This is an optimization exercise on Yosys and OpenROAD, whose aim is small area and a short achievable clock period, not a production implementation.
Where RTL was checked, it was by simulation tests only, not by an equivalence proof against the original.
Function not checked in run 4: the RTL went through the layout flow alone.

<file path="flow/run.sh">
#!/bin/bash
# synth_recipe.tcl (not shown) runs the flow's synth.tcl, then flattens the netlist and writes it again
# the make line also repeats each setting of config.mk as NAME=value (left out here)
make -C /OpenROAD-flow-scripts/flow DESIGN_CONFIG=/design/flow/config.mk WORK_HOME=/design/flow/orfs CLKGATE_MAP_FILE= SYNTH_SCRIPT=/design/flow/synth_recipe.tcl finish
</file>
<file path="flow/config.mk">
export PLATFORM = sky130hd
export DESIGN_NAME = Subsystem
export DESIGN_NICKNAME = Subsystem
export VERILOG_FILES = /design/flow/design.v
export SDC_FILE = /design/flow/constraint.sdc
export NUM_CORES = 4
export LEC_CHECK = 0
export ABC_AREA = 1
export CAP_MARGIN = 50
export CORE_MARGIN = 2
export CORE_UTILIZATION = 55
export SETUP_SLACK_MARGIN = 5
export SLEW_MARGIN = 70
</file>
<file path="flow/constraint.sdc">
create_clock -name core_clock -period 15.0 [get_ports {clk}]
set_input_delay 3.0000 -clock core_clock [delete_from_list [all_inputs] [get_ports {clk}]]
set_output_delay 3.0000 -clock core_clock [all_outputs]
set_load 0.01 [all_outputs]
</file>
<file path="flow/design.v">
module step_rom(idx, step);
  input [6:0] idx;
  wire [6:0] idx;
  output [14:0] step;
  wire [14:0] step;
  wire n0;
  wire n1;
  wire n10;
  wire n100;
  wire n101;
  wire n102;
  wire n103;
  wire n104;
  wire n105;
  wire n106;
  wire n107;
  wire n108;
  wire n109;
  wire n11;
  wire n110;
  wire n111;
  wire n112;
  wire n113;
  wire n114;
  wire n115;
  wire n116;
  wire n117;
  wire n118;
  wire n119;
  wire n12;
  wire n120;
  wire n121;
  wire n122;
  wire n123;
  wire n124;
  wire n125;
  wire n126;
  wire n127;
  wire n128;
  wire n129;
  wire n13;
  wire n130;
  wire n131;
  wire n132;
  wire n133;
  wire n134;
  wire n135;
  wire n136;
  wire n137;
  wire n138;
  wire n139;
  wire n14;
  wire n140;
  wire n141;
  wire n142;
  wire n143;
  wire n144;
  wire n145;
  wire n146;
  wire n147;
  wire n148;
  wire n149;
  wire n15;
  wire n150;
  wire n151;
  wire n152;
  wire n153;
  wire n154;
  wire n155;
  wire n156;
  wire n157;
  wire n158;
  wire n159;
  wire n16;
  wire n160;
  wire n161;
  wire n162;
  wire n163;
  wire n164;
  wire n165;
  wire n166;
  wire n167;
  wire n168;
  wire n169;
  wire n17;
  wire n170;
  wire n171;
  wire n172;
  wire n173;
  wire n174;
  wire n175;
  wire n176;
  wire n177;
  wire n178;
  wire n179;
  wire n18;
  wire n180;
  wire n181;
  wire n182;
  wire n183;
  wire n184;
  wire n185;
  wire n186;
  wire n187;
  wire n188;
  wire n189;
  wire n19;
  wire n190;
  wire n191;
  wire n192;
  wire n193;
  wire n194;
  wire n195;
  wire n196;
  wire n197;
  wire n198;
  wire n199;
  wire n2;
  wire n20;
  wire n200;
  wire n201;
  wire n202;
  wire n203;
  wire n204;
  wire n205;
  wire n206;
  wire n207;
  wire n208;
  wire n209;
  wire n21;
  wire n210;
  wire n211;
  wire n212;
  wire n213;
  wire n214;
  wire n215;
  wire n216;
  wire n217;
  wire n22;
  wire n23;
  wire n24;
  wire n25;
  wire n26;
  wire n27;
  wire n28;
  wire n29;
  wire n3;
  wire n30;
  wire n31;
  wire n32;
  wire n33;
  wire n34;
  wire n35;
  wire n36;
  wire n37;
  wire n38;
  wire n39;
  wire n4;
  wire n40;
  wire n41;
  wire n42;
  wire n43;
  wire n44;
  wire n45;
  wire n46;
  wire n47;
  wire n48;
  wire n49;
  wire n5;
  wire n50;
  wire n51;
  wire n52;
  wire n53;
  wire n54;
  wire n55;
  wire n56;
  wire n57;
  wire n58;
  wire n59;
  wire n6;
  wire n60;
  wire n61;
  wire n62;
  wire n63;
  wire n64;
  wire n65;
  wire n66;
  wire n67;
  wire n68;
  wire n69;
  wire n7;
  wire n70;
  wire n71;
  wire n72;
  wire n73;
  wire n74;
  wire n75;
  wire n76;
  wire n77;
  wire n78;
  wire n79;
  wire n8;
  wire n80;
  wire n81;
  wire n82;
  wire n83;
  wire n84;
  wire n85;
  wire n86;
  wire n87;
  wire n88;
  wire n89;
  wire n9;
  wire n90;
  wire n91;
  wire n92;
  wire n93;
  wire n94;
  wire n95;
  wire n96;
  wire n97;
  wire n98;
  wire n99;
  assign n195 = ~idx[6];
  assign n194 = ~(idx[2] | idx[0]);
  assign n193 = n194 & ~(idx[1]);
  assign n192 = n193 | idx[3];
  assign n191 = ~(idx[1] | idx[0]);
  assign n190 = idx[2] & ~(n191);
  assign n189 = ~((n190 | n192) & idx[4]);
  assign n188 = ~(idx[2] | idx[1]);
  assign n187 = ~n188;
  assign n186 = idx[3] & ~(idx[4]);
  assign n185 = ~((n186 & n187) | idx[5]);
  assign step[13] = ~((n185 & n189) | n195);
  assign n184 = ~idx[5];
  assign n183 = ~idx[4];
  assign n182 = ~idx[3];
  assign n181 = ~idx[2];
  assign n180 = idx[1] & idx[0];
  assign n179 = n181 & ~(n180);
  assign n178 = idx[2] & ~(idx[1]);
  assign n177 = idx[1] & ~(idx[2]);
  assign n176 = ~(n177 | n178);
  assign n175 = ~n176;
  assign n174 = n182 ? n179 : n175;
  assign n173 = ~n191;
  assign n172 = n180 & ~(n181);
  assign n171 = n172 | idx[3];
  assign n170 = n173 & ~(n171);
  assign n169 = n183 ? n174 : n170;
  assign step[12] = ~((n169 & n184) | n195);
  assign n168 = idx[3] & ~(n179);
  assign n167 = ~(idx[5] & idx[4]);
  assign n166 = n168 & ~(n167);
  assign n165 = ~(n172 | n179);
  assign n164 = idx[3] ? idx[1] : n165;
  assign n163 = idx[2] & idx[0];
  assign n162 = ~n163;
  assign n161 = idx[0] & ~(idx[1]);
  assign n160 = ~(n161 | n178);
  assign n159 = ~((n160 & n162) | idx[3]);
  assign n158 = n183 ? n164 : n159;
  assign n157 = ~(n158 & n184);
  assign step[11] = n195 ? n166 : n157;
  assign n156 = n182 & ~(n180);
  assign n155 = n178 & ~(idx[0]);
  assign n154 = n155 | ~(n156);
  assign n153 = ~(idx[3] & idx[0]);
  assign n152 = ~((n153 & n154) | idx[4]);
  assign n151 = ~((n154 & idx[4]) | n152);
  assign n150 = ~((idx[3] | idx[2]) & idx[4]);
  assign n149 = n150 | n184;
  assign n148 = n149 | n168;
  assign step[10] = ~((n148 & n195) | (n151 & n184));
  assign n147 = ~idx[1];
  assign n146 = idx[2] ? n147 : n180;
  assign n145 = n182 ? idx[2] : n146;
  assign n144 = ~(n190 & idx[3]);
  assign n143 = idx[4] ? n145 : n144;
  assign n142 = idx[5] & ~(n143);
  assign n141 = idx[2] & idx[1];
  assign n140 = ~(n180 | n191);
  assign n139 = ~((n140 | n141) & n182);
  assign n138 = idx[2] & ~(idx[0]);
  assign n137 = ~(n140 & n181);
  assign n136 = n137 & ~(n138);
  assign n135 = ~n136;
  assign n134 = n181 ? n147 : n180;
  assign n133 = n182 ? n135 : n134;
  assign n132 = idx[4] ? n139 : n133;
  assign n131 = n132 | idx[5];
  assign step[9] = n195 ? n142 : n131;
  assign n130 = ~(n178 | n193);
  assign n129 = ~n130;
  assign n128 = idx[1] & ~(idx[0]);
  assign n127 = n128 | idx[2];
  assign n126 = n138 | ~(n127);
  assign n125 = n182 ? n129 : n126;
  assign n124 = ~n141;
  assign n123 = idx[3] ? n190 : n124;
  assign n122 = idx[4] ? n125 : n123;
  assign n121 = idx[5] & ~(n122);
  assign n120 = n126 | idx[3];
  assign n119 = n161 | n181;
  assign n118 = n177 | idx[3];
  assign n117 = n118 | ~(n119);
  assign n116 = n181 & ~(n161);
  assign n115 = idx[3] & ~(n128);
  assign n114 = n115 & ~(n116);
  assign n113 = n117 & ~(n114);
  assign n112 = idx[4] ? n120 : n113;
  assign n111 = n112 | idx[5];
  assign step[8] = n195 ? n121 : n111;
  assign n110 = idx[4] & ~(idx[5]);
  assign n109 = ~n110;
  assign n108 = ~(n141 & idx[3]);
  assign n107 = idx[3] ? n116 : n135;
  assign n106 = n181 ? n147 : n140;
  assign n105 = n182 ? n141 : n106;
  assign n104 = idx[4] ? n107 : n105;
  assign n103 = ~((n104 | n184) & (n108 | n109));
  assign n102 = n181 ? n147 : n128;
  assign n101 = n182 & ~(n102);
  assign n100 = idx[1] & ~(n194);
  assign n99 = n100 | n182;
  assign n98 = ~idx[0];
  assign n97 = n181 ? n98 : n161;
  assign n96 = ~(n97 & n182);
  assign n95 = n96 & n99;
  assign n94 = idx[4] ? n101 : n95;
  assign n93 = ~(n94 & n184);
  assign step[7] = n195 ? n103 : n93;
  assign n92 = n115 ? idx[2] : n116;
  assign n91 = n182 ? n146 : n126;
  assign n90 = idx[4] ? n92 : n91;
  assign n89 = idx[3] ? n124 : n172;
  assign n88 = n89 & ~(n183);
  assign n87 = idx[5] ? n90 : n88;
  assign n86 = ~(n127 & n162);
  assign n85 = n191 | idx[2];
  assign n84 = n182 ? n86 : n85;
  assign n83 = idx[4] ? n117 : n84;
  assign n82 = n83 | idx[5];
  assign step[6] = n195 ? n87 : n82;
  assign n81 = ~((n128 & n182) | n183);
  assign n80 = ~((n137 | n182) & n96);
  assign n79 = ~((n80 & n183) | n81);
  assign n78 = ~(n79 & n184);
  assign n77 = ~(n146 & idx[3]);
  assign n76 = n77 & n171;
  assign n75 = n177 & ~(idx[0]);
  assign n74 = ~(n75 | n155);
  assign n73 = idx[0] & ~(idx[2]);
  assign n72 = n73 & ~(idx[1]);
  assign n71 = ~(n138 | n72);
  assign n70 = n182 ? n74 : n71;
  assign n69 = ~n140;
  assign n68 = idx[2] ? n128 : n69;
  assign n67 = idx[3] ? n160 : n68;
  assign n66 = idx[4] ? n70 : n67;
  assign n65 = ~((n66 | n184) & (n76 | n109));
  assign step[5] = idx[6] ? n78 : n65;
  assign n64 = n140 & ~(n181);
  assign n63 = ~(n64 | n116);
  assign n62 = ~(n172 | n194);
  assign n61 = idx[3] ? n63 : n62;
  assign n60 = ~n128;
  assign n59 = ~((n162 & n60) | idx[3]);
  assign n58 = n183 ? n61 : n59;
  assign n57 = ~(n58 & n184);
  assign n56 = n147 ? idx[0] : n194;
  assign n55 = ~(n56 & idx[3]);
  assign n54 = ~(n156 & idx[2]);
  assign n53 = n183 ? n182 : n54;
  assign n52 = ~(n53 & n55);
  assign n51 = ~n146;
  assign n50 = n116 | n190;
  assign n49 = idx[3] ? n51 : n50;
  assign n48 = n182 ? n188 : n160;
  assign n47 = n183 ? n49 : n48;
  assign n46 = n184 ? n52 : n47;
  assign step[4] = idx[6] ? n57 : n46;
  assign n45 = n147 ? n73 : n138;
  assign n44 = n182 ? n56 : n45;
  assign n43 = ~n74;
  assign n42 = n161 | n194;
  assign n41 = idx[3] ? n43 : n42;
  assign n40 = idx[4] ? n44 : n41;
  assign n39 = ~(n144 & n192);
  assign n38 = n181 ? idx[1] : n128;
  assign n37 = n181 ? idx[0] : n140;
  assign n36 = ~n37;
  assign n35 = n182 ? n38 : n36;
  assign n34 = n183 ? n39 : n35;
  assign n33 = idx[5] ? n40 : n34;
  assign n32 = n182 ? n119 : n85;
  assign n31 = n176 ^ idx[0];
  assign n30 = n31 | idx[3];
  assign n29 = n183 ? n32 : n30;
  assign n28 = n29 | idx[5];
  assign step[3] = n195 ? n33 : n28;
  assign n27 = idx[3] ? n162 : n36;
  assign n26 = ~(n190 | n193);
  assign n25 = n182 ? n26 : n42;
  assign n24 = idx[4] ? n27 : n25;
  assign n23 = idx[3] ? n60 : n100;
  assign n22 = ~n180;
  assign n21 = ~((n138 | n182) & n22);
  assign n20 = idx[4] ? n23 : n21;
  assign n19 = n20 | n184;
  assign n18 = ~((n24 | idx[5]) & n19);
  assign n17 = ~n75;
  assign n16 = n182 ? n17 : n119;
  assign n15 = n118 | n64;
  assign n14 = n183 ? n16 : n15;
  assign n13 = n14 | idx[5];
  assign step[2] = n195 ? n18 : n13;
  assign n12 = idx[2] ? n191 : n22;
  assign n11 = ~(n141 | n191);
  assign n10 = ~n11;
  assign n9 = n182 ? n12 : n10;
  assign n8 = idx[3] ? n72 : n75;
  assign n7 = n119 & ~(n8);
  assign n6 = idx[4] ? n9 : n7;
  assign n5 = n6 | n184;
  assign n4 = ~(idx[3] | idx[0]);
  assign n3 = n4 | idx[2];
  assign n2 = n181 ? n128 : n69;
  assign n1 = n182 ? n69 : n2;
  assign n0 = ~((n1 & n183) | (n3 & n81));
  assign n217 = ~((n0 | idx[5]) & n5);
  assign n216 = n141 | ~(n4);
  assign n215 = n181 ? n98 : n22;
  assign n214 = idx[3] ? n127 : n215;
  assign n213 = idx[4] ? n216 : n214;
  assign n212 = n213 | idx[5];
  assign step[1] = n195 ? n217 : n212;
  assign n211 = n181 ? n98 : n191;
  assign n210 = n182 ? n173 : n211;
  assign n209 = ~((n130 & n182) | n183);
  assign n208 = n184 & ~(n209);
  assign n207 = ~((n210 | idx[4]) & n208);
  assign n206 = ~((n127 & idx[3]) | n43);
  assign n205 = n181 ? n161 : n140;
  assign n196 = n182 ? n180 : n205;
  assign n197 = n183 ? n206 : n196;
  assign n198 = idx[3] ? n69 : n11;
  assign n199 = n181 ? n173 : n60;
  assign n200 = n182 ? n98 : n199;
  assign n201 = idx[4] ? n198 : n200;
  assign n202 = idx[5] ? n197 : n201;
  assign step[0] = idx[6] ? n207 : n202;
  assign n203 = n191 | n183;
  assign n204 = n150 & ~(idx[5]);
  assign step[14] = ~((n204 & n203) | n195);
endmodule
module index_updator (
    input  logic [6:0] idx,
    input  logic [2:0] code,
    output logic [6:0] idx_next
);
    logic [7:0] sum;
    always_comb begin
        sum = {1'b0, idx} + {4'd0, code[1:0], 1'b0} + 8'd2;
        if (code[2]) begin
            idx_next = (sum > 8'd88) ? 7'd88 : sum[6:0];
        end else begin
            idx_next = (idx == 7'd0) ? 7'd0 : idx - 7'd1;
        end
    end
endmodule
module pfa #(parameter W = 16) (
    input  logic [W-1:0] a,
    input  logic [W-1:0] b,
    input  logic         ci,
    output logic [W-1:0] s,
    output logic         co
);
    localparam L = ((W + 1) <= 2 ? 1 : (W + 1) <= 4 ? 2 : (W + 1) <= 8 ? 3 : (W + 1) <= 16 ? 4 : (W + 1) <= 32 ? 5 : 6);
    logic [W:0] g [0:L];
    logic [W:0] p [0:L];
    assign g[0][0] = ci;
    assign p[0][0] = 1'b0;
    genvar i, l;
    generate
        for (i = 0; i < W; i = i + 1) begin : gi
            assign g[0][i+1] = a[i] & b[i];
            assign p[0][i+1] = a[i] ^ b[i];
        end
        for (l = 0; l < L; l = l + 1) begin : gl
            for (i = 0; i <= W; i = i + 1) begin : gb
                if (((i >> l) & 1) == 1) begin : cmb
                    localparam integer J = ((i >> l) << l) - 1;
                    assign g[l+1][i] = g[l][i] | (p[l][i] & g[l][J]);
                    assign p[l+1][i] = p[l][i] & p[l][J];
                end else begin : pas
                    assign g[l+1][i] = g[l][i];
                    assign p[l+1][i] = p[l][i];
                end
            end
        end
        for (i = 0; i < W; i = i + 1) begin : gs
            assign s[i] = p[0][i+1] ^ g[L][i];
        end
    endgenerate
    assign co = g[L][W];
endmodule
module pfa2 #(parameter W = 16) (
    input  logic [W-1:0] a,
    input  logic [W-1:0] b,
    output logic [W-1:0] s0,
    output logic [W-1:0] s1
);
    localparam L = (W <= 2 ? 1 : W <= 4 ? 2 : W <= 8 ? 3 : W <= 16 ? 4 : W <= 32 ? 5 : 6);
    logic [W-1:0] g [0:L];
    logic [W-1:0] p [0:L];
    genvar i, l;
    generate
        for (i = 0; i < W; i = i + 1) begin : gi
            assign g[0][i] = a[i] & b[i];
            assign p[0][i] = a[i] ^ b[i];
        end
        for (l = 0; l < L; l = l + 1) begin : gl
            for (i = 0; i < W; i = i + 1) begin : gb
                if (((i >> l) & 1) == 1) begin : cmb
                    localparam integer J = ((i >> l) << l) - 1;
                    assign g[l+1][i] = g[l][i] | (p[l][i] & g[l][J]);
                    assign p[l+1][i] = p[l][i] & p[l][J];
                end else begin : pas
                    assign g[l+1][i] = g[l][i];
                    assign p[l+1][i] = p[l][i];
                end
            end
        end
        assign s0[0] = p[0][0];
        assign s1[0] = ~p[0][0];
        for (i = 1; i < W; i = i + 1) begin : gs
            assign s0[i] = p[0][i] ^ g[L][i-1];
            assign s1[i] = p[0][i] ^ (g[L][i-1] | p[L][i-1]);
        end
    endgenerate
endmodule
module pco #(parameter W = 16) (
    input  logic [W-1:0] a,
    input  logic [W-1:0] b,
    output logic         co
);
    localparam L = (W <= 2 ? 1 : W <= 4 ? 2 : W <= 8 ? 3 : W <= 16 ? 4 : W <= 32 ? 5 : 6);
    logic [W-1:0] g [0:L];
    logic [W-1:0] t [0:L];
    genvar i, l;
    generate
        for (i = 0; i < W; i = i + 1) begin : gi
            assign g[0][i] = a[i] & b[i];
            assign t[0][i] = a[i] | b[i];
        end
        for (l = 0; l < L; l = l + 1) begin : gl
            for (i = 0; i < W; i = i + 1) begin : gb
                if (((i >> l) & 1) == 1) begin : cmb
                    localparam integer J = ((i >> l) << l) - 1;
                    assign g[l+1][i] = g[l][i] | (t[l][i] & g[l][J]);
                    assign t[l+1][i] = t[l][i] & t[l][J];
                end else begin : pas
                    assign g[l+1][i] = g[l][i];
                    assign t[l+1][i] = t[l][i];
                end
            end
        end
    endgenerate
    assign co = g[L][W-1];
endmodule
module csa #(parameter W = 16) (
    input  logic [W-1:0] a,
    input  logic [W-1:0] b,
    input  logic [W-1:0] c,
    output logic [W-1:0] s,
    output logic [W-1:0] cy
);
    assign s  = a ^ b ^ c;
    assign cy = (a & b) | (a & c) | (b & c);
endmodule
module Subsystem
          (clk,
           reset_x,
           clk_enable,
           in1,
           ce_out,
           Out1,
           Out2);
  input   clk;
  input   reset_x;
  input   clk_enable;
  input   signed [15:0] in1;
  output  ce_out;
  output  signed [15:0] Out1;
  output  signed [3:0] Out2;
  logic [15:0] enc_x;       
  logic        enc_v;       
  logic [3:0]  enc_code;    
  logic        enc_vo;      
  logic [6:0]  enc_idx;     
  logic [15:0] enc_pre;     
  logic        pflag;       
  logic [15:0] pre;         
  assign pflag = enc_pre[15] & ~|enc_pre[14:0];
  assign pre   = {enc_pre[15:1], enc_pre[0] | pflag};
  logic [14:0] es;
  step_rom enc_rom (.idx(enc_idx), .step(es));
  logic [15:0] s0, sh1, sh2, sh3;    
  assign s0  = {1'b0, es};
  assign sh1 = {2'b0, es[14:1]};
  assign sh2 = {3'b0, es[14:2]};
  assign sh3 = {4'b0, es[14:3]};
  logic [16:0] ex, ex1;
  pfa2 #(17) u_e (.a({enc_x[15], enc_x}), .b(~{enc_pre[15], enc_pre}), .s0(ex1), .s1(ex));
  logic sgn;
  assign sgn = pflag ? ex1[16] : ex[16];
  logic [15:0] nm;
  assign nm = pflag ? (ex1[16] ? 16'hfffe : ~ex1[15:0]) : (ex[16] ? ex1[15:0] : ~ex[15:0]);
  logic c1, c2, c3, c4, c5, c6, c7;
  logic k1, k2, k4;
  pco #(16) u_c1 (.a(nm), .b(sh2), .co(k1));
  pco #(16) u_c2 (.a(nm), .b(sh1), .co(k2));
  pco #(16) u_c4 (.a(nm), .b(s0),  .co(k4));
  assign c1 = ~k1;
  assign c2 = ~k2;
  assign c4 = ~k4;
  logic [15:0] sa, ca, sb, cb, sc, cc, sd, cd;
  logic        ka, kb, kc, kd;
  csa #(16) u_ra (.a(nm), .b(s0),  .c(sh2), .s(sa), .cy(ca));           
  pco #(16) u_c5 (.a(sa), .b({ca[14:0], 1'b0}), .co(ka));
  assign c5 = ~(ka | ca[15]);
  csa #(16) u_rb (.a(sa), .b({ca[14:0], 1'b0}), .c(sh1), .s(sb), .cy(cb));  
  pco #(16) u_c7 (.a(sb), .b({cb[14:0], 1'b0}), .co(kb));
  assign c7 = ~(kb | ca[15] | cb[15]);
  csa #(16) u_rc (.a(nm), .b(sh1), .c(sh2), .s(sc), .cy(cc));          
  pco #(16) u_c3 (.a(sc), .b({cc[14:0], 1'b0}), .co(kc));
  assign c3 = ~(kc | cc[15]);
  csa #(16) u_rd (.a(nm), .b(s0),  .c(sh1), .s(sd), .cy(cd));           
  pco #(16) u_c6 (.a(sd), .b({cd[14:0], 1'b0}), .co(kd));
  assign c6 = ~(kd | cd[15]);
  logic b2, b1, b0;
  assign b2 = c4;
  assign b1 = b2 ? c6 : c2;
  assign b0 = b2 ? (b1 ? c7 : c5) : (b1 ? c3 : c1);
  logic [15:0] msk;
  assign msk = {16{sgn}};
  logic [15:0] q1, q2, q3, r1, r2, r3, pn;
  logic        pn_co;
  csa #(16) u_p1 (.a(pre), .b(sh3 ^ msk), .c((s0 & {16{b2}}) ^ msk), .s(q1), .cy(r1));
  csa #(16) u_p2 (.a(q1), .b({r1[14:0], sgn}), .c((sh1 & {16{b1}}) ^ msk), .s(q2), .cy(r2));
  csa #(16) u_p3 (.a(q2), .b({r2[14:0], sgn}), .c((sh2 & {16{b0}}) ^ msk), .s(q3), .cy(r3));
  pfa #(16) u_p (.a(q3), .b({r3[14:0], sgn}), .ci(sgn), .s(pn), .co(pn_co));
  logic [6:0] e_idx_n;
  index_updator enc_iu (.idx(enc_idx), .code({b2, b1, b0}), .idx_next(e_idx_n));
  always_ff @(posedge clk) begin
    if (reset_x) begin
      enc_x    <= 16'd0;
      enc_v    <= 1'b0;
      enc_code <= 4'd0;
      enc_vo   <= 1'b0;
      enc_idx  <= 7'd0;
      enc_pre  <= 16'd0;
    end else begin
      enc_x    <= in1;
      enc_v    <= clk_enable;
      enc_code <= {sgn, b2, b1, b0};
      enc_vo   <= enc_v;
      enc_idx  <= e_idx_n;
      enc_pre  <= pn;
    end
  end
  logic [3:0]  dec_code;    
  logic        dec_en;
  logic [6:0]  dec_idx;
  logic [16:0] dec_sum;     
  logic [15:0] dec_out;     
  always_comb begin
    if (dec_sum[16] != dec_sum[15])        dec_out = dec_sum[16] ? 16'h8001 : 16'h7fff;
    else if (dec_sum[15:0] == 16'h8000)    dec_out = 16'h8001;
    else                                   dec_out = dec_sum[15:0];
  end
  logic [14:0] ds;
  step_rom dec_rom (.idx(dec_idx), .step(ds));
  logic [6:0]  d_idx_n;
  index_updator dec_iu (.idx(dec_idx), .code(dec_code[2:0]), .idx_next(d_idx_n));
  logic [15:0] t0, t1, t2, t3;
  assign t0 = {4'd0, ds[14:3]};
  assign t1 = dec_code[2] ? {1'b0, ds} : 16'd0;
  assign t2 = dec_code[1] ? {2'd0, ds[14:1]} : 16'd0;
  assign t3 = dec_code[0] ? {3'd0, ds[14:2]} : 16'd0;
  logic [15:0] cs1, cc1, cs2, cc2, dq;
  logic        dq_co;
  csa #(16) u_d1 (.a(t0), .b(t1), .c(t2), .s(cs1), .cy(cc1));
  csa #(16) u_d2 (.a(cs1), .b({cc1[14:0], 1'b0}), .c(t3), .s(cs2), .cy(cc2));
  pfa #(16) u_dq (.a(cs2), .b({cc2[14:0], 1'b0}), .ci(1'b0), .s(dq), .co(dq_co));
  logic [16:0] sm;
  logic        sm_co;
  pfa #(17) u_o (.a({dec_out[15], dec_out}), .b({dq[15], dq} ^ {17{dec_code[3]}}), .ci(dec_code[3]),
                 .s(sm), .co(sm_co));
  always_ff @(posedge clk) begin
    if (reset_x) begin
      dec_code <= 4'd0;
      dec_en   <= 1'b0;
      dec_idx  <= 7'd0;
      dec_sum  <= 17'd0;
    end else begin
      dec_code <= enc_vo ? enc_code : 4'd0;
      dec_en   <= enc_vo;
      dec_idx  <= d_idx_n;
      dec_sum  <= dec_en ? sm : 17'd0;
    end
  end
  assign Out1   = dec_out;
  assign Out2   = enc_code;
  assign ce_out = clk_enable;
endmodule
</file>
==> results of run 1 <==
through the flow:
stage	setup slack (ps)	cells	util	area, sq um
global route	6340	2611	0.604	16300
floorplan	7970	2261	-	15100
global placement	6270	2594	0.583	15800
finish	6870	2611	0.604	16300
detailed placement	6980	2595	0.590	15900
CTS	6910	2611	0.601	16200
state kept, by name, summed over array words and instances, names as in the netlist:
| register | cells |
|---|---|
| dec_code | 4 |
| dec_en | 1 |
| dec_idx | 7 |
| dec_sum | 17 |
| enc_code | 4 |
| enc_idx | 7 |
| enc_pre | 16 |
| enc_v | 1 |
| enc_vo | 1 |
| enc_x | 16 |
worst reg2reg max path, delay by kind of cell, from the launching register on:
family / cells / cell delay, ps
adders and majority gates: 7 / 2930
buffers and inverters: 6 / 510
AOI/OAI and AO/OA: 4 / 430
DFF: 1 / 440
and+or+nand+nor: 26 / 3730
how the worst max path moves through the flow:
stage                                 start                endpoint  slack [ps]  depth (start not counted)
floorplan           dec_idx[0]$_SDFFE_PP0P_  dec_sum[15]$_SDFF_PP0_        7970                         38
global placement      enc_idx[2]$_SDFF_PP0_   enc_pre[7]$_SDFF_PP0_        6270                         33
detailed placement    enc_pre[0]$_SDFF_PP0_   enc_pre[7]$_SDFF_PP0_        6980                         40
CTS                   enc_pre[0]$_SDFF_PP0_   enc_pre[7]$_SDFF_PP0_        6910                         40
global route          enc_pre[0]$_SDFF_PP0_  enc_pre[15]$_SDFF_PP0_        6340                         51
finish                enc_pre[0]$_SDFF_PP0_   enc_pre[7]$_SDFF_PP0_        6870                         43
cells in the mapped netlist, types with 6 or more instances:
| library cell | count | area [sq um] |
|---|---|---|
| sky130_fd_sc_hd__or2_2 | 10 | 62.6 |
| sky130_fd_sc_hd__buf_2 | 11 | 55.1 |
| sky130_fd_sc_hd__a21oi_1 | 118 | 591 |
| sky130_fd_sc_hd__dfxtp_1 | 74 | 1480 |
| sky130_fd_sc_hd__nor2_2 | 12 | 75.1 |
| sky130_fd_sc_hd__nand2_1 | 438 | 1640 |
| sky130_fd_sc_hd__nand3_1 | 154 | 771 |
| sky130_fd_sc_hd__nor2_1 | 229 | 860 |
| sky130_fd_sc_hd__nand3_2 | 6 | 60.1 |
| sky130_fd_sc_hd__o311ai_0 | 6 | 52.6 |
| sky130_fd_sc_hd__o21ai_2 | 12 | 105 |
| sky130_fd_sc_hd__a21o_1 | 6 | 45.0 |
| sky130_fd_sc_hd__inv_1 | 419 | 1570 |
| sky130_fd_sc_hd__o221ai_1 | 8 | 70.1 |
| sky130_fd_sc_hd__nand4_1 | 22 | 138 |
| sky130_fd_sc_hd__fa_1 | 128 | 2560 |
| sky130_fd_sc_hd__o22ai_1 | 11 | 68.8 |
| sky130_fd_sc_hd__xor2_1 | 62 | 543 |
| sky130_fd_sc_hd__o21ai_0 | 123 | 616 |
| sky130_fd_sc_hd__a221oi_1 | 6 | 52.6 |
| sky130_fd_sc_hd__xnor2_1 | 22 | 193 |
| sky130_fd_sc_hd__a31oi_1 | 12 | 75.1 |
| sky130_fd_sc_hd__o211ai_1 | 18 | 135 |
| sky130_fd_sc_hd__nor3_1 | 13 | 65.1 |
| sky130_fd_sc_hd__inv_2 | 28 | 105 |
| sky130_fd_sc_hd__ha_1 | 176 | 2200 |
| sky130_fd_sc_hd__clkbuf_1 | 35 | 131 |
| sky130_fd_sc_hd__nor4_1 | 9 | 56.3 |
| sky130_fd_sc_hd__nand2_2 | 12 | 75.1 |
final cells by class:
type | instances | area [sq um]
timing repair buffer | 50 | 472
fill | 2610 | 10700
inverter | 451 | 1700
sequential | 74 | 1500
tap | 341 | 427
multi-input combinational | 1679 | 11900
clock buffer | 10 | 250
clock inverter | 6 | 53.8
metal layers:
layer	part of all wire	vias up
met5	0	-
met4	0.033	0
met3	0.082	108
met2	0.43	670
met1	0.46	7095
li1	-	7164
cell families after synthesis:
group	Yosys count	share of synthesized area
flops	74	0.0979
simple gates	925	0.264
xor+xnor	85	0.0497
buf+inv	508	0.130
fa+ha+maj	304	0.315
compound gates	365	0.144
==> results_tabular.tex, run 1 <==
\begin{tabular}{lr}
\hline
Metric & Value \\
\hline
\multicolumn{2}{l}{\textbf{STA}} \\
Slew Limit Headroom & 0.695 \\
Setup repair after global routing missed its margin & no \\
Slew of the pin with the lowest slew margin & about 460 ps \\
Peak clock frequency supported by timing & 123 MHz \\
Hold WS & 417 ps \\
Final number of hold-violating endpoints & 0 \\
Tmin final & 8130 ps \\
Number of setup violations in the final report & 0 \\
Max-slew violations & 0 \\
Final critical-path share of the clock period & 0.542 \\
Total negative slack & 0 ps \\
Largest clock skew in the final design & 25.6 ps \\
\multicolumn{2}{l}{\textbf{Global routing}} \\
Highest-utilization routing layer at the global route stage & met2 \\
Global-route track usage on met1 & 0.462 \\
Met3 GRT Util & 0.0370 \\
Routing usage on met2 & 0.482 \\
Global-route wire length before repair & 72700 microns \\
Maximum number of pins on one net before global-route repair & 43 \\
Initial antenna violation count & 0 \\
Leftover overflow at the end of global routing & 0 \\
Vias in the first global route & 14000 \\
GRT Overall Usage & 0.315 \\
\multicolumn{2}{l}{\textbf{Final layout}} \\
Final \#Nets & 2588 \\
Most common library cell in the layout ignoring fill and taps & sky130\_fd\_sc\_hd\_\_nand2\_1 \\
Antenna cell count & 0 \\
Layout overhead on the synthesized area & 7.76\% \\
Commonest cells after routing, fill and taps aside & sky130\_fd\_sc\_hd\_\_nand2\_1, sky130\_fd\_sc\_hd\_\_inv\_1, sky130\_fd\_sc\_hd\_\_nor2\_1 \\
Layout cells sized above 1 & 0.0819 \\
\multicolumn{2}{l}{\textbf{Critical path}} \\
Crit path max-delay cell type & sky130\_fd\_sc\_hd\_\_fa\_1 \\
Setup Crit Path Kind & reg2reg \\
Worst stage delay on the critical path & 580 ps \\
Crit path max fanout & 17 \\
R2R Path Start & enc\_pre[0]\$\_SDFF\_PP0\_ \\
CP bufs+invs & 6 \\
Family of cells with the greatest summed delay on the critical path & simple AND/OR/NAND/NOR gates \\
Register-to-Register Setup Slack & $\sim$7000 ps \\
Worst Reg2Reg Path Length in Cells & 43 \\
Most numerous cell on the critical path & sky130\_fd\_sc\_hd\_\_nand2\_1 \\
Startpoint types & flip-flop \\
Required time of the worst setup path & 15280 ps \\
Arrival @ worst endpoint & 8410 ps \\
Terminus of the critical flop-to-flop path & enc\_pre[7]\$\_SDFF\_PP0\_ \\
Kind of capture point of the worst setup path & flip-flop \\
\multicolumn{2}{l}{\textbf{Synthesis}} \\
Unique cell type count in the Yosys netlist & 68 \\
Synth Cell Area & 15100 sq um \\
Yosys reg bits & 74 \\
Post-synth EDFFs & 0 \\
Synthesized Nets & 2584 \\
Fraction of registers with async set/reset & 0 \\
Dominant register cell in the synthesized netlist & sky130\_fd\_sc\_hd\_\_dfxtp\_1 \\
Per-instance average area after synthesis & 6.70 sq um \\
Number of cells produced by synthesis & 2261 \\
Sequential-to-total area share from yosys stat & 0.0979 \\
Count of warnings emitted by yosys & 14 \\
\multicolumn{2}{l}{\textbf{Min path}} \\
Worst Hold Endpoint & enc\_vo\$\_SDFF\_PP0\_ \\
Launch point of the worst hold path & enc\_v\$\_SDFF\_PP0\_ \\
Class of the tightest hold or removal check & reg2reg \\
Count of cells along the worst hold path & 2 \\
\multicolumn{2}{l}{\textbf{CTS}} \\
Latest clock arrival within the worst-skew pair & 370 ps \\
Number of clock buffers inserted by TritonCTS & 9 \\
Quantity of hold-fixing buffers added after cts & 0 \\
Clock transition at path regs & about 90 ps \\
Root Buffer & sky130\_fd\_sc\_hd\_\_clkbuf\_16 \\
Buffer count from post-CTS setup fixing & 0 \\
TritonCTS clock tree & built \\
CTS resizes & 0 \\
Max Root-Sink Buffers & 2 \\
Maximum level of the CTS H-tree & 3 \\
Clock sink count & 74 \\
\multicolumn{2}{l}{\textbf{Drt}} \\
Post-detailed-route wirelength per cell & between 15 and 20 microns \\
First-pass iteration count of the detailed router & 6 \\
Post-route DRC violation count & 0 \\
Aggregate routed wire length & 45100 microns \\
Count of nets left with antenna violations after detail routing & 0 \\
Number of DRC markers in iteration 0 & about 1700 \\
Via total after detailed routing & 15000 \\
Via density & 5.76 \\
\multicolumn{2}{l}{\textbf{Job}} \\
Number of violations of the max-capacitance limit & 0 \\
\multicolumn{2}{l}{\textbf{Floorplan}} \\
Floorplan die area & $\sim$29000 sq um \\
Boundary Pins & 40 \\
Initial core utilization & 0.560 \\
Placeable core region & between 20000 and 30000 sq um \\
Number of cell rows & 60 \\
Chip width & around 170 microns \\
Height of the chip & 170 microns \\
\multicolumn{2}{l}{\textbf{Placement}} \\
Count of buffers from port buffering & 39 \\
RD Place Congestion & 0.975 \\
Detailed-placement wirelength estimate & 36200 microns \\
\multicolumn{2}{l}{\textbf{Outcome}} \\
Status & timing/DRC/antenna clean \\
\hline
\end{tabular}
==> run 2: changes to the inputs <==
--- a/flow/config.mk
+++ b/flow/config.mk
@@ -8,6 +8,7 @@
 export ABC_AREA = 1
 export CAP_MARGIN = 50
 export CORE_MARGIN = 2
-export CORE_UTILIZATION = 55
+export CORE_UTILIZATION = 65
+export PLACE_DENSITY = 0.7
 export SETUP_SLACK_MARGIN = 5
 export SLEW_MARGIN = 70
==> run 2 against run 1 <==
Net effect: sequential share of layout area barely moved; still clean on timing, DRC and antenna; clock-buffer cell count unchanged; cell count fell by 0.96%; largest cell class unchanged; critical endpoint unchanged; highest routed layer unchanged; hold slack lost 9.3 ps; fmax shrank 2.5%; routed wire length up 2.9%; clock skew shrank 4.2 ps; via count is 2.8% higher; sequential cell count stayed put; first-iteration DRC count is 29% higher.
==> results_tabular.tex, run 2 <==
\begin{tabular}{lr}
\hline
Metric & Value \\
\hline
\multicolumn{2}{l}{\textbf{Outcome}} \\
Status & timing/DRC/antenna clean (unchanged) \\
\multicolumn{2}{l}{\textbf{Final layout}} \\
Largest reg by FF count & dec\_sum (unchanged) \\
Number of flip-flops under the largest register name & 17 (unchanged) \\
Layout cells sized above 1 & 0.0819 (about the same) \\
Largest registers in the final layout & dec\_sum x17, enc\_pre x16, enc\_x x16 (unchanged) \\
Final core utilization & 0.717 (was 0.604) \\
Layout overhead on the synthesized area & 7.86\% (was 7.76\%) \\
Final \#Nets & 2589 (was 2588) \\
Commonest cells after routing, fill and taps aside & sky130\_fd\_sc\_hd\_\_nand2\_1, sky130\_fd\_sc\_hd\_\_inv\_1, sky130\_fd\_sc\_hd\_\_nor2\_1 (unchanged) \\
Most common library cell in the layout ignoring fill and taps & sky130\_fd\_sc\_hd\_\_nand2\_1 (unchanged) \\
\multicolumn{2}{l}{\textbf{STA}} \\
Max-slew violations & 0 (unchanged) \\
Tmin final & 8340 ps (was 8130 ps) \\
Slew of the pin with the lowest slew margin & 449 ps (was 456 ps) \\
Final critical-path share of the clock period & 0.556 (was 0.542) \\
Final number of hold-violating endpoints & 0 (unchanged) \\
Slew Limit Headroom & 0.701 (was 0.695) \\
Peak clock frequency supported by timing & 120 MHz (was 123 MHz) \\
Number of setup violations in the final report & 0 (unchanged) \\
Total negative slack & 0 ps (unchanged) \\
Hold WS & 408 ps (was 417 ps) \\
Setup repair after global routing missed its margin & no (unchanged) \\
Largest clock skew in the final design & 21.4 ps (was 25.6 ps) \\
\multicolumn{2}{l}{\textbf{Global routing}} \\
Routing usage on met2 & 0.603 (was 0.482) \\
Global-route track usage on met1 & 0.529 (was 0.462) \\
Highest-utilization routing layer at the global route stage & met2 (unchanged) \\
GRT Overall Usage & 0.385 (was 0.315) \\
Maximum number of pins on one net before global-route repair & 43 (unchanged) \\
Met3 GRT Util & 0.0712 (was 0.0370) \\
Initial antenna violation count & 0 (unchanged) \\
Vias in the first global route & 14800 (was 14000) \\
Global-route wire length before repair & 75100 microns (was 72700 microns) \\
Leftover overflow at the end of global routing & 0 (unchanged) \\
\multicolumn{2}{l}{\textbf{Floorplan}} \\
Boundary Pins & 40 (unchanged) \\
Height of the chip & 157 microns (was 170 microns) \\
Placeable core region & 22800 sq um (was 27000 sq um) \\
Number of cell rows & 55 (was 60) \\
Chip width & 157 microns (was 170 microns) \\
Initial core utilization & 0.665 (was 0.560) \\
Floorplan die area & 24500 sq um (was 28900 sq um) \\
\multicolumn{2}{l}{\textbf{Synthesis}} \\
Synthesized Nets & 2584 (unchanged) \\
Leading cell type by number of instances after synthesis & sky130\_fd\_sc\_hd\_\_nand2\_1 (unchanged) \\
Synth Cell Area & 15100 sq um (unchanged) \\
Fraction of registers with async set/reset & 0 (unchanged) \\
Count of warnings emitted by yosys & 14 (unchanged) \\
Sequential-to-total area share from yosys stat & 0.0979 (unchanged) \\
Per-instance average area after synthesis & 6.70 sq um (unchanged) \\
Unique cell type count in the Yosys netlist & 68 (unchanged) \\
Dominant register cell in the synthesized netlist & sky130\_fd\_sc\_hd\_\_dfxtp\_1 (unchanged) \\
List of most frequent post-synthesis cells & sky130\_fd\_sc\_hd\_\_nand2\_1, sky130\_fd\_sc\_hd\_\_inv\_1, sky130\_fd\_sc\_hd\_\_nor2\_1 (unchanged) \\
Number of cells produced by synthesis & 2261 (unchanged) \\
Area share of the largest cell type after synthesis & 0.169 (unchanged) \\
Yosys reg bits & 74 (unchanged) \\
Top cell type by total area after synthesis & sky130\_fd\_sc\_hd\_\_fa\_1 (unchanged) \\
Most area-consuming cells after synthesis & sky130\_fd\_sc\_hd\_\_fa\_1, sky130\_fd\_sc\_hd\_\_ha\_1, sky130\_fd\_sc\_hd\_\_nand2\_1 (unchanged) \\
Post-synth EDFFs & 0 (unchanged) \\
\multicolumn{2}{l}{\textbf{CTS}} \\
Root Buffer & sky130\_fd\_sc\_hd\_\_clkbuf\_16 (unchanged) \\
Latest clock arrival within the worst-skew pair & 360 ps (was 370 ps) \\
Max Root-Sink Buffers & 2 (unchanged) \\
Quantity of hold-fixing buffers added after cts & 0 (unchanged) \\
Buffer count from post-CTS setup fixing & 0 (unchanged) \\
Clock transition at path regs & 70 ps (was 90 ps) \\
TritonCTS clock tree & built (unchanged) \\
CTS resizes & 0 (unchanged) \\
Maximum level of the CTS H-tree & 3 (unchanged) \\
Number of clock buffers inserted by TritonCTS & 9 (unchanged) \\
Clock sink count & 74 (unchanged) \\
\multicolumn{2}{l}{\textbf{Min path}} \\
Count of cells along the worst hold path & 2 (unchanged) \\
Class of the tightest hold or removal check & reg2reg (unchanged) \\
\multicolumn{2}{l}{\textbf{Drt}} \\
First-pass iteration count of the detailed router & 9 (was 6) \\
Number of DRC markers in iteration 0 & 2179 (was 1683) \\
Aggregate routed wire length & 46400 microns (was 45100 microns) \\
Post-route DRC violation count & 0 (unchanged) \\
Count of nets left with antenna violations after detail routing & 0 (unchanged) \\
Via total after detailed routing & 15500 (was 15000) \\
Via density & 5.98 (was 5.76) \\
Post-detailed-route wirelength per cell & 17.9 microns (was 17.3 microns) \\
\multicolumn{2}{l}{\textbf{Placement}} \\
Detailed-placement wirelength estimate & 36700 microns (was 36200 microns) \\
Count of buffers from port buffering & 39 (unchanged) \\
RD Place Congestion & 0.986 (was 0.975) \\
\multicolumn{2}{l}{\textbf{Critical path}} \\
Crit path max-delay cell type & sky130\_fd\_sc\_hd\_\_fa\_1 (unchanged) \\
Kind of capture point of the worst setup path & flip-flop (unchanged) \\
Setup Crit Path Kind & reg2reg (unchanged) \\
Startpoint types & flip-flop (unchanged) \\
Worst stage delay on the critical path & 540 ps (was 580 ps) \\
Worst Reg2Reg Path Length in Cells & 40 (was 43) \\
Crit path max fanout & 16 (was 17) \\
Arrival @ worst endpoint & 8610 ps (was 8410 ps) \\
Required time of the worst setup path & 15270 ps (was 15280 ps) \\
Most numerous cell on the critical path & sky130\_fd\_sc\_hd\_\_nand2\_1 (unchanged) \\
\multicolumn{2}{l}{\textbf{Job}} \\
Number of violations of the max-capacitance limit & 0 (unchanged) \\
\hline
\end{tabular}
[run 2: final cells by class]
type / instances / area, sq um
Multi-Input combinational cell: 1679 / 11900
Fill cell: 1848 / 6450
Inverter: 451 / 1700
Sequential cell: 74 / 1500
Timing Repair Buffer: 51 / 473
Tap cell: 313 / 392
Clock buffer: 10 / 250
Clock inverter: 6 / 70.1
Antenna cell: 2 / 5.00
[run 2: routing by layer]
| layer | part of all wire | vias to the layer above |
|---|---|---|
| met5 | 0 | - |
| met4 | 0.035 | 0 |
| met3 | 0.11 | 158 |
| met2 | 0.44 | 960 |
| met1 | 0.41 | 7166 |
| li1 | - | 7170 |
[run 2: path summary, 6_finish.rpt]
path	from	end	slack, ps
worst max-delay path	enc_pre[0]$_SDFF_PP0_	enc_pre[7]$_SDFF_PP0_	6660
worst min-delay path	enc_v$_SDFF_PP0_	enc_vo$_SDFF_PP0_	410
worst min register to register	enc_v$_SDFF_PP0_	enc_vo$_SDFF_PP0_	410
worst max register to register	enc_pre[0]$_SDFF_PP0_	enc_pre[7]$_SDFF_PP0_	6660
[run 2: cells by family after synthesis]
| group | Yosys count | share of synthesized area |
|---|---|---|
| simple gates | 925 | 0.264 |
| buf+inv | 508 | 0.130 |
| compound gates | 365 | 0.144 |
| fa+ha+maj | 304 | 0.315 |
| xor+xnor | 85 | 0.0497 |
| flops | 74 | 0.0979 |
[run 2: through the flow]
step	instances	setup WS [ps]	area (sq um)
after global routing	2584	6020	16300
after CTS	2583	6800	16200
after global placement	2566	6400	15700
after floorplan	2261	7970	15100
after detailed placement	2567	6920	15900
final	2586	6660	16300
[run 2: worst max-delay path, delay by kind of cell (launching register included)]
kind | cells | cell delay [ps]
buf+inv | 6 | 570
fa+ha+maj | 7 | 2760
simple gates | 22 | 3420
compound gates | 5 | 1060
flops | 1 | 420
==> run 3: changes to the inputs <==
--- a/flow/config.mk
+++ b/flow/config.mk
@@ -8,7 +8,6 @@
 export ABC_AREA = 1
 export CAP_MARGIN = 50
 export CORE_MARGIN = 2
-export CORE_UTILIZATION = 65
-export PLACE_DENSITY = 0.7
+export CORE_UTILIZATION = 40
 export SETUP_SLACK_MARGIN = 5
 export SLEW_MARGIN = 70
==> run 3 against run 2 <==
Net effect: non-clock buffer count increased by 2; design area increased by 1.0%; sequential cell count unchanged; area after synthesis unchanged; worst setup slack improved by 180 ps; clock skew decreased by 9.6 ps; register-to-register slack improved by 180 ps; clock-buffer cell count increased by 1; critical endpoint unchanged.
==> results_tabular.tex, run 3 <==
\begin{tabular}{lr}
\hline
Metric & Value \\
\hline
\multicolumn{2}{l}{\textbf{Min path}} \\
Class of the tightest hold or removal check & reg2reg (unchanged) \\
\multicolumn{2}{l}{\textbf{CTS}} \\
Root Buffer & sky130\_fd\_sc\_hd\_\_clkbuf\_16 (unchanged) \\
Max Root-Sink Buffers & 2 (unchanged) \\
Number of clock buffers inserted by TritonCTS & 9 (unchanged) \\
Quantity of hold-fixing buffers added after cts & 0 (unchanged) \\
Clock sink count & 74 (unchanged) \\
Latest clock arrival within the worst-skew pair & 360 ps (about the same) \\
Buffer count from post-CTS setup fixing & 0 (unchanged) \\
Clock transition at path regs & 60 ps (was 70 ps) \\
CTS resizes & 0 (unchanged) \\
Maximum level of the CTS H-tree & 3 (unchanged) \\
TritonCTS clock tree & built (unchanged) \\
\multicolumn{2}{l}{\textbf{Synthesis}} \\
Area share of the largest cell type after synthesis & 0.169 (unchanged) \\
Synthesized Nets & 2584 (unchanged) \\
Number of cells produced by synthesis & 2261 (unchanged) \\
Dominant register cell in the synthesized netlist & sky130\_fd\_sc\_hd\_\_dfxtp\_1 (unchanged) \\
Synth Cell Area & 15100 sq um (unchanged) \\
Post-synth EDFFs & 0 (unchanged) \\
List of most frequent post-synthesis cells & sky130\_fd\_sc\_hd\_\_nand2\_1, sky130\_fd\_sc\_hd\_\_inv\_1, sky130\_fd\_sc\_hd\_\_nor2\_1 (unchanged) \\
Count of warnings emitted by yosys & 14 (unchanged) \\
Leading cell type by number of instances after synthesis & sky130\_fd\_sc\_hd\_\_nand2\_1 (unchanged) \\
Per-instance average area after synthesis & 6.70 sq um (unchanged) \\
Top cell type by total area after synthesis & sky130\_fd\_sc\_hd\_\_fa\_1 (unchanged) \\
Yosys reg bits & 74 (unchanged) \\
Unique cell type count in the Yosys netlist & 68 (unchanged) \\
Most area-consuming cells after synthesis & sky130\_fd\_sc\_hd\_\_fa\_1, sky130\_fd\_sc\_hd\_\_ha\_1, sky130\_fd\_sc\_hd\_\_nand2\_1 (unchanged) \\
Sequential-to-total area share from yosys stat & 0.0979 (unchanged) \\
Fraction of registers with async set/reset & 0 (unchanged) \\
\multicolumn{2}{l}{\textbf{Floorplan}} \\
Height of the chip & 199 microns (was 157 microns) \\
Chip width & 199 microns (was 157 microns) \\
Floorplan die area & 39400 sq um (was 24500 sq um) \\
Placeable core region & 37500 sq um (was 22800 sq um) \\
Number of cell rows & 71 (was 55) \\
Initial core utilization & 0.404 (was 0.665) \\
Boundary Pins & 40 (unchanged) \\
\multicolumn{2}{l}{\textbf{STA}} \\
Peak clock frequency supported by timing & 123 MHz (was 120 MHz) \\
Max-slew violations & 0 (unchanged) \\
Largest clock skew in the final design & 11.8 ps (was 21.4 ps) \\
Final critical-path share of the clock period & 0.544 (was 0.556) \\
Total negative slack & 0 ps (unchanged) \\
Setup repair after global routing missed its margin & no (unchanged) \\
Tmin final & 8160 ps (was 8340 ps) \\
Slew of the pin with the lowest slew margin & 415 ps (was 449 ps) \\
Final number of hold-violating endpoints & 0 (unchanged) \\
Number of setup violations in the final report & 0 (unchanged) \\
Slew Limit Headroom & 0.720 (was 0.701) \\
\multicolumn{2}{l}{\textbf{Final layout}} \\
Layout overhead on the synthesized area & 8.98\% (was 7.86\%) \\
Final \#Nets & 2591 (was 2589) \\
Number of flip-flops under the largest register name & 17 (unchanged) \\
Antenna cell count & 0 (was 2) \\
Largest reg by FF count & dec\_sum (unchanged) \\
Most common library cell in the layout ignoring fill and taps & sky130\_fd\_sc\_hd\_\_nand2\_1 (unchanged) \\
Layout cells sized above 1 & 0.0792 (was 0.0819) \\
Final cell count without fillers & 2784 (was 2586) \\
Commonest cells after routing, fill and taps aside & sky130\_fd\_sc\_hd\_\_nand2\_1, sky130\_fd\_sc\_hd\_\_inv\_1, sky130\_fd\_sc\_hd\_\_nor2\_1 (unchanged) \\
Largest registers in the final layout & dec\_sum x17, enc\_pre x16, enc\_x x16 (unchanged) \\
\multicolumn{2}{l}{\textbf{Drt}} \\
Met2 Routed Length & 22400 microns (was 20600 microns) \\
Aggregate routed wire length & 45600 microns (was 46400 microns) \\
Routed length on met3 & 2320 microns (was 4970 microns) \\
Via density & 5.24 (was 5.98) \\
Number of DRC markers in iteration 0 & 898 (was 2179) \\
Uppermost metal layer occupied by signal nets & met4 (unchanged) \\
First-pass iteration count of the detailed router & 5 (was 9) \\
Post-route DRC violation count & 0 (unchanged) \\
Via total after detailed routing & 14600 (was 15500) \\
Wire length on met1 & 19400 microns (was 19200 microns) \\
Post-detailed-route wirelength per cell & 16.4 microns (was 17.9 microns) \\
Count of nets left with antenna violations after detail routing & 0 (unchanged) \\
\multicolumn{2}{l}{\textbf{Placement}} \\
Count of buffers from port buffering & 39 (unchanged) \\
Post-Place Cells & 2768 (was 2567) \\
Detailed-placement wirelength estimate & 37000 microns (was 36700 microns) \\
RD Place Congestion & 0.919 (was 0.986) \\
\multicolumn{2}{l}{\textbf{Global routing}} \\
Vias in the first global route & 14500 (was 14800) \\
Initial antenna violation count & 0 (unchanged) \\
Leftover overflow at the end of global routing & 0 (unchanged) \\
Maximum number of pins on one net before global-route repair & 43 (unchanged) \\
GRT Overall Usage & 0.235 (was 0.385) \\
Global-route wire length before repair & 74000 microns (was 75100 microns) \\
\multicolumn{2}{l}{\textbf{Critical path}} \\
Setup Crit Path Kind & reg2reg (unchanged) \\
Startpoint types & flip-flop (unchanged) \\
Most numerous cell on the critical path & sky130\_fd\_sc\_hd\_\_nand2\_1 (unchanged) \\
Kind of capture point of the worst setup path & flip-flop (unchanged) \\
Crit path max-delay cell type & sky130\_fd\_sc\_hd\_\_fa\_1 (unchanged) \\
Arrival @ worst endpoint & 8450 ps (was 8610 ps) \\
Worst stage delay on the critical path & 530 ps (was 540 ps) \\
Required time of the worst setup path & 15290 ps (was 15270 ps) \\
Crit path max fanout & 17 (was 16) \\
\multicolumn{2}{l}{\textbf{Job}} \\
Number of violations of the max-capacitance limit & 0 (unchanged) \\
\multicolumn{2}{l}{\textbf{Outcome}} \\
Status & timing/DRC/antenna clean (unchanged) \\
\hline
\end{tabular}
run 3: cell families (layout without fill, tap and decap cells):
| kind of cell | after synthesis | in the layout | synth area share |
|---|---|---|---|
| adders and majority gates | 304 | 304 | 0.315 |
| AOI/OAI and AO/OA | 365 | 365 | 0.144 |
| buffers and inverters | 508 | 520 | 0.130 |
| and+or+nand+nor | 925 | 925 | 0.264 |
| DFF | 74 | 74 | 0.0979 |
| xor gates and xnor gates | 85 | 85 | 0.0497 |
run 3: routing by layer:
layer  up-vias  global-route usage
met4         0              0.0849
met3       107              0.0256
met2       491               0.419
met1      6812               0.293
li1       7177                   -
met5         -                   0
run 3: per-stage QoR:
stage | hold WS, ps | instance area, sq um | utilization | worst slack [ps]
after floorplan | 388 | 15100 | - | 7970
after global placement | 390 | 16000 | 0.427 | 6370
after detailed placement | 396 | 16200 | 0.431 | 6810
after CTS | 405 | 16500 | 0.439 | 6790
after global routing | 426 | 16500 | 0.440 | 6070
final | 402 | 16500 | 0.440 | 6840
run 3: final cells by class:
class                   instances  area, sq um
clock buffers                  11          253
flip-flops and latches         74         1500
multi-input cells            1679        11900
repair buffers                 53          498
well taps                     511          639
fillers                      4006        21000
clock inverters                 5         35.0
inverters                     451         1700
run 3: final timing paths:
kind              depth (start not counted)               endpoint             startpoint  slack [ps]
hold / removal                            2      enc_vo$_SDFF_PP0_       enc_v$_SDFF_PP0_         400
setup reg to reg                         41  enc_pre[7]$_SDFF_PP0_  enc_pre[0]$_SDFF_PP0_        6840
hold reg to reg                           2      enc_vo$_SDFF_PP0_       enc_v$_SDFF_PP0_         400
setup / recovery                         41  enc_pre[7]$_SDFF_PP0_  enc_pre[0]$_SDFF_PP0_        6840
run 3: critical path: cells and delay by family (launching register included):
family,cells,cell delay (ps)
AOI/OAI and AO/OA,6,1110
adders and majority gates,7,2690
buffers and inverters,6,530
DFF,1,410
and+or+nand+nor,22,3350
==> run 4: changes to the inputs <==
--- a/flow/design.v
+++ b/flow/design.v
@@ -646,12 +646,13 @@
   assign b0 = b2 ? (b1 ? c7 : c5) : (b1 ? c3 : c1);
   logic [15:0] msk;
   assign msk = {16{sgn}};
-  logic [15:0] q1, q2, q3, r1, r2, r3, pn;
-  logic        pn_co;
+  logic [15:0] ts12, v, q1, q2, r1, r2, pn;
+  logic        ts12_co, pn_co;
+  pfa #(16) u_t3 (.a(sh1), .b(sh2), .ci(1'b0), .s(ts12), .co(ts12_co));
+  assign v = b1 ? (b0 ? ts12 : sh1) : (b0 ? sh2 : 16'd0);
   csa #(16) u_p1 (.a(pre), .b(sh3 ^ msk), .c((s0 & {16{b2}}) ^ msk), .s(q1), .cy(r1));
-  csa #(16) u_p2 (.a(q1), .b({r1[14:0], sgn}), .c((sh1 & {16{b1}}) ^ msk), .s(q2), .cy(r2));
-  csa #(16) u_p3 (.a(q2), .b({r2[14:0], sgn}), .c((sh2 & {16{b0}}) ^ msk), .s(q3), .cy(r3));
-  pfa #(16) u_p (.a(q3), .b({r3[14:0], sgn}), .ci(sgn), .s(pn), .co(pn_co));
+  csa #(16) u_p2 (.a(q1), .b({r1[14:0], sgn}), .c(v ^ msk), .s(q2), .cy(r2));
+  pfa #(16) u_p (.a(q2), .b({r2[14:0], sgn}), .ci(sgn), .s(pn), .co(pn_co));
   logic [6:0] e_idx_n;
   index_updator enc_iu (.idx(enc_idx), .code({b2, b1, b0}), .idx_next(e_idx_n));
   always_ff @(posedge clk) begin
==> run 4 against run 3 <==
Net effect: critical path depth increased by 8; still clean on timing, DRC and antenna; cell count is 2.3% higher; highest routed layer unchanged.
==> results_tabular.tex, run 4 <==
\begin{tabular}{lr}
\hline
Metric & Value \\
\hline
\multicolumn{2}{l}{\textbf{Outcome}} \\
Status & timing/DRC/antenna clean (unchanged) \\
\multicolumn{2}{l}{\textbf{Final layout}} \\
Largest registers in the final layout & dec\_sum x17, enc\_pre x16, enc\_x x16 (unchanged) \\
Final core utilization & 0.436 (was 0.440) \\
Antenna cell count & 0 (unchanged) \\
Number of flip-flops under the largest register name & 17 (unchanged) \\
Commonest cells after routing, fill and taps aside & sky130\_fd\_sc\_hd\_\_nand2\_1, sky130\_fd\_sc\_hd\_\_inv\_1, sky130\_fd\_sc\_hd\_\_nor2\_1 (unchanged) \\
Most common library cell in the layout ignoring fill and taps & sky130\_fd\_sc\_hd\_\_nand2\_1 (unchanged) \\
Area used by sequential logic in the layout & 1510 sq um (was 1500 sq um) \\
Layout cells sized above 1 & 0.0786 (was 0.0792) \\
Fillers & 4043 (was 4006) \\
Largest reg by FF count & dec\_sum (unchanged) \\
Multi-input combinational cell area & 12200 sq um (was 11900 sq um) \\
Final \#Nets & 2653 (was 2591) \\
Layout overhead on the synthesized area & 8.42\% (was 8.98\%) \\
\multicolumn{2}{l}{\textbf{Global routing}} \\
Initial antenna violation count & 0 (unchanged) \\
Leftover overflow at the end of global routing & 0 (unchanged) \\
Vias in the first global route & 14400 (was 14500) \\
Global-route wire length before repair & 77500 microns (was 74000 microns) \\
Maximum number of pins on one net before global-route repair & 42 (was 43) \\
GRT Overall Usage & 0.238 (was 0.235) \\
\multicolumn{2}{l}{\textbf{STA}} \\
Max-slew violations & 0 (unchanged) \\
Final number of hold-violating endpoints & 0 (unchanged) \\
Largest clock skew in the final design & 15.0 ps (was 11.8 ps) \\
Number of setup violations in the final report & 0 (unchanged) \\
Slew of the pin with the lowest slew margin & 417 ps (was 415 ps) \\
Peak clock frequency supported by timing & 119 MHz (was 123 MHz) \\
Final critical-path share of the clock period & 0.561 (was 0.544) \\
Setup repair after global routing missed its margin & no (unchanged) \\
Total negative slack & 0 ps (unchanged) \\
Slew Limit Headroom & 0.718 (was 0.720) \\
Tmin final & 8420 ps (was 8160 ps) \\
\multicolumn{2}{l}{\textbf{Synthesis}} \\
Post-synth EDFFs & 0 (unchanged) \\
Top cell type by total area after synthesis & sky130\_fd\_sc\_hd\_\_ha\_1 (was sky130\_fd\_sc\_hd\_\_fa\_1) \\
Unique cell type count in the Yosys netlist & 63 (was 68) \\
Area share of fa/ha/maj cells after synthesis & 0.308 (was 0.315) \\
Sequential-to-total area share from yosys stat & 0.0957 (was 0.0979) \\
Leading cell type by number of instances after synthesis & sky130\_fd\_sc\_hd\_\_nand2\_1 (unchanged) \\
Per-instance average area after synthesis & 6.65 sq um (was 6.70 sq um) \\
Fraction of registers with async set/reset & 0 (unchanged) \\
Synth Area in XOR/XNOR & 0.0503 (was 0.0497) \\
Area fraction in compound gates after synthesis & 0.147 (was 0.144) \\
Synthesized Nets & 2659 (was 2584) \\
Most area-consuming cells after synthesis & sky130\_fd\_sc\_hd\_\_ha\_1, sky130\_fd\_sc\_hd\_\_fa\_1, sky130\_fd\_sc\_hd\_\_nand2\_1 (was sky130\_fd\_sc\_hd\_\_fa\_1, sky130\_fd\_sc\_hd\_\_ha\_1, sky130\_fd\_sc\_hd\_\_nand2\_1) \\
Dominant register cell in the synthesized netlist & sky130\_fd\_sc\_hd\_\_dfxtp\_1 (unchanged) \\
Yosys reg bits & 74 (unchanged) \\
Area share of the largest cell type after synthesis & 0.155 (was 0.169) \\
List of most frequent post-synthesis cells & sky130\_fd\_sc\_hd\_\_nand2\_1, sky130\_fd\_sc\_hd\_\_inv\_1, sky130\_fd\_sc\_hd\_\_nor2\_1 (unchanged) \\
Share of synthesized cell area in and, or, nand and nor gates & 0.275 (was 0.264) \\
Synth Cell Area & 15500 sq um (was 15100 sq um) \\
Count of warnings emitted by yosys & 14 (unchanged) \\
Number of cells produced by synthesis & 2330 (was 2261) \\
Combinational family with the most area after synthesis & adder cells (unchanged) \\
Share of cell area taken by muxes after synthesis & 0 (unchanged) \\
\multicolumn{2}{l}{\textbf{Floorplan}} \\
Number of cell rows & 72 (was 71) \\
Initial core utilization & 0.403 (was 0.404) \\
Floorplan die area & 40300 sq um (was 39400 sq um) \\
Height of the chip & 201 microns (was 199 microns) \\
Chip width & 201 microns (was 199 microns) \\
Placeable core region & 38500 sq um (was 37500 sq um) \\
Boundary Pins & 40 (unchanged) \\
\multicolumn{2}{l}{\textbf{Critical path}} \\
Crit path max fanout & 40 (was 17) \\
Worst Reg2Reg Path Length in Cells & 49 (was 41) \\
Arrival @ worst endpoint & 8660 ps (was 8450 ps) \\
Kind of capture point of the worst setup path & flip-flop (unchanged) \\
Most numerous cell on the critical path & sky130\_fd\_sc\_hd\_\_nand2\_1 (unchanged) \\
Worst stage delay on the critical path & 520 ps (was 530 ps) \\
Startpoint types & flip-flop (unchanged) \\
Required time of the worst setup path & 15240 ps (was 15290 ps) \\
Crit path max-delay cell type & sky130\_fd\_sc\_hd\_\_fa\_1 (unchanged) \\
Setup Crit Path Kind & reg2reg (unchanged) \\
\multicolumn{2}{l}{\textbf{CTS}} \\
TritonCTS clock tree & built (unchanged) \\
CTS resizes & 0 (unchanged) \\
Maximum level of the CTS H-tree & 3 (unchanged) \\
Root Buffer & sky130\_fd\_sc\_hd\_\_clkbuf\_16 (unchanged) \\
Buffer count from post-CTS setup fixing & 0 (unchanged) \\
Latest clock arrival within the worst-skew pair & 360 ps (about the same) \\
Clock transition at path regs & 60 ps (about the same) \\
Quantity of hold-fixing buffers added after cts & 0 (unchanged) \\
Clock sink count & 74 (unchanged) \\
Number of clock buffers inserted by TritonCTS & 9 (unchanged) \\
Max Root-Sink Buffers & 2 (unchanged) \\
\multicolumn{2}{l}{\textbf{Drt}} \\
Post-route DRC violation count & 0 (unchanged) \\
Aggregate routed wire length & 47600 microns (was 45600 microns) \\
Via total after detailed routing & 15100 (was 14600) \\
Count of nets left with antenna violations after detail routing & 0 (unchanged) \\
Post-detailed-route wirelength per cell & 16.7 microns (was 16.4 microns) \\
First-pass iteration count of the detailed router & 6 (was 5) \\
Via density & 5.29 (was 5.24) \\
Number of DRC markers in iteration 0 & 1303 (was 898) \\
\multicolumn{2}{l}{\textbf{Placement}} \\
Detailed-placement wirelength estimate & 38400 microns (was 37000 microns) \\
RD Place Congestion & 0.957 (was 0.919) \\
Count of buffers from port buffering & 39 (unchanged) \\
\multicolumn{2}{l}{\textbf{Min path}} \\
Class of the tightest hold or removal check & reg2reg (unchanged) \\
Count of cells along the worst hold path & 2 (unchanged) \\
\multicolumn{2}{l}{\textbf{Job}} \\
Number of violations of the max-capacitance limit & 0 (unchanged) \\
\hline
\end{tabular}
-- run 4: area by class of cell --
cell class,instances,share of cell area
timing repair buffer,50,0.0281
multi-input combinational,1766,0.728
sequential,74,0.0898
tap,518,0.0386
clock inverter,7,0.00641
clock buffer,9,0.0134
inverter,423,0.0953
-- run 4: worst max-delay path: cells and delay by family (launching register included) --
kind	cells	cell delay, ps
buf+inv	8	1090
flops	1	460
simple gates	28	3450
compound gates	9	1480
fa+ha+maj	4	1800
-- run 4: path summary, 6_finish.rpt --
check	from	to	slack, ps
hold reg to reg	enc_v$_SDFF_PP0_	enc_vo$_SDFF_PP0_	410
hold / removal	enc_v$_SDFF_PP0_	enc_vo$_SDFF_PP0_	410
setup / recovery	enc_pre[12]$_SDFF_PP0_	enc_pre[13]$_SDFF_PP0_	6580
setup reg to reg	enc_pre[12]$_SDFF_PP0_	enc_pre[13]$_SDFF_PP0_	6580
-- run 4: metrics by stage --
step	instance area [sq um]	hold WS [ps]	setup slack [ps]	cells
floorplan	15500	388	8180	2330
global placement	16200	390	6060	2828
detailed placement	16400	402	6870	2829
CTS	16700	412	6840	2845
global route	16800	418	5860	2847
finish	16800	408	6580	2847
-- run 4: logic make-up (layout without fill, tap and decap cells) --
logic type      Yosys count  in the layout
compound gates          383            383
xor+xnor                 89             89
fa+ha+maj               310            310
buf+inv                 490            489
flops                    74             74
simple gates            984            984
-- run 4: per-layer routing --
| metal | GRT usage | share of wire |
|---|---|---|
| met5 | 0 | 0 |
| met1 | 0.348 | 0.48 |
| met2 | 0.378 | 0.44 |
| met3 | 0.0214 | 0.060 |
| met4 | 0.0550 | 0.019 |

==> what the ideal ports hide <==
No port has a modelled driver above. Below, the same layouts with a new extraction and two added sets of constraints. Step 1: set_driving_cell puts a clkbuf_16 on clk and a buf_2 on each other input, an assumption about the parent block. Step 2 times the ports against the registers' clock, not the clock port: input delays grow and output delays shrink by t, the midpoint of the rising clock arrivals with the driver on. Slacks: ideal / step 1 / step 2; pairs: ideal / step 1.
| run | t, ns | setup WS [ns] | worst setup path after step 2 | latest minus earliest clock arrival (ns) |
|---|---|---|---|---|
| run 1 | 0.402 | 6.871 / 6.871 / 6.871 | register to register | 0.026 / 0.026 |
| run 2 | 0.398 | 6.658 / 6.658 / 6.658 | register to register | 0.022 / 0.021 |
| run 3 | 0.402 | 6.841 / 6.841 / 6.841 | register to register | 0.012 / 0.012 |
| run 4 | 0.402 | 6.581 / 6.581 / 6.581 | register to register | 0.015 / 0.015 |
After both steps setup and hold are still met in every run listed.
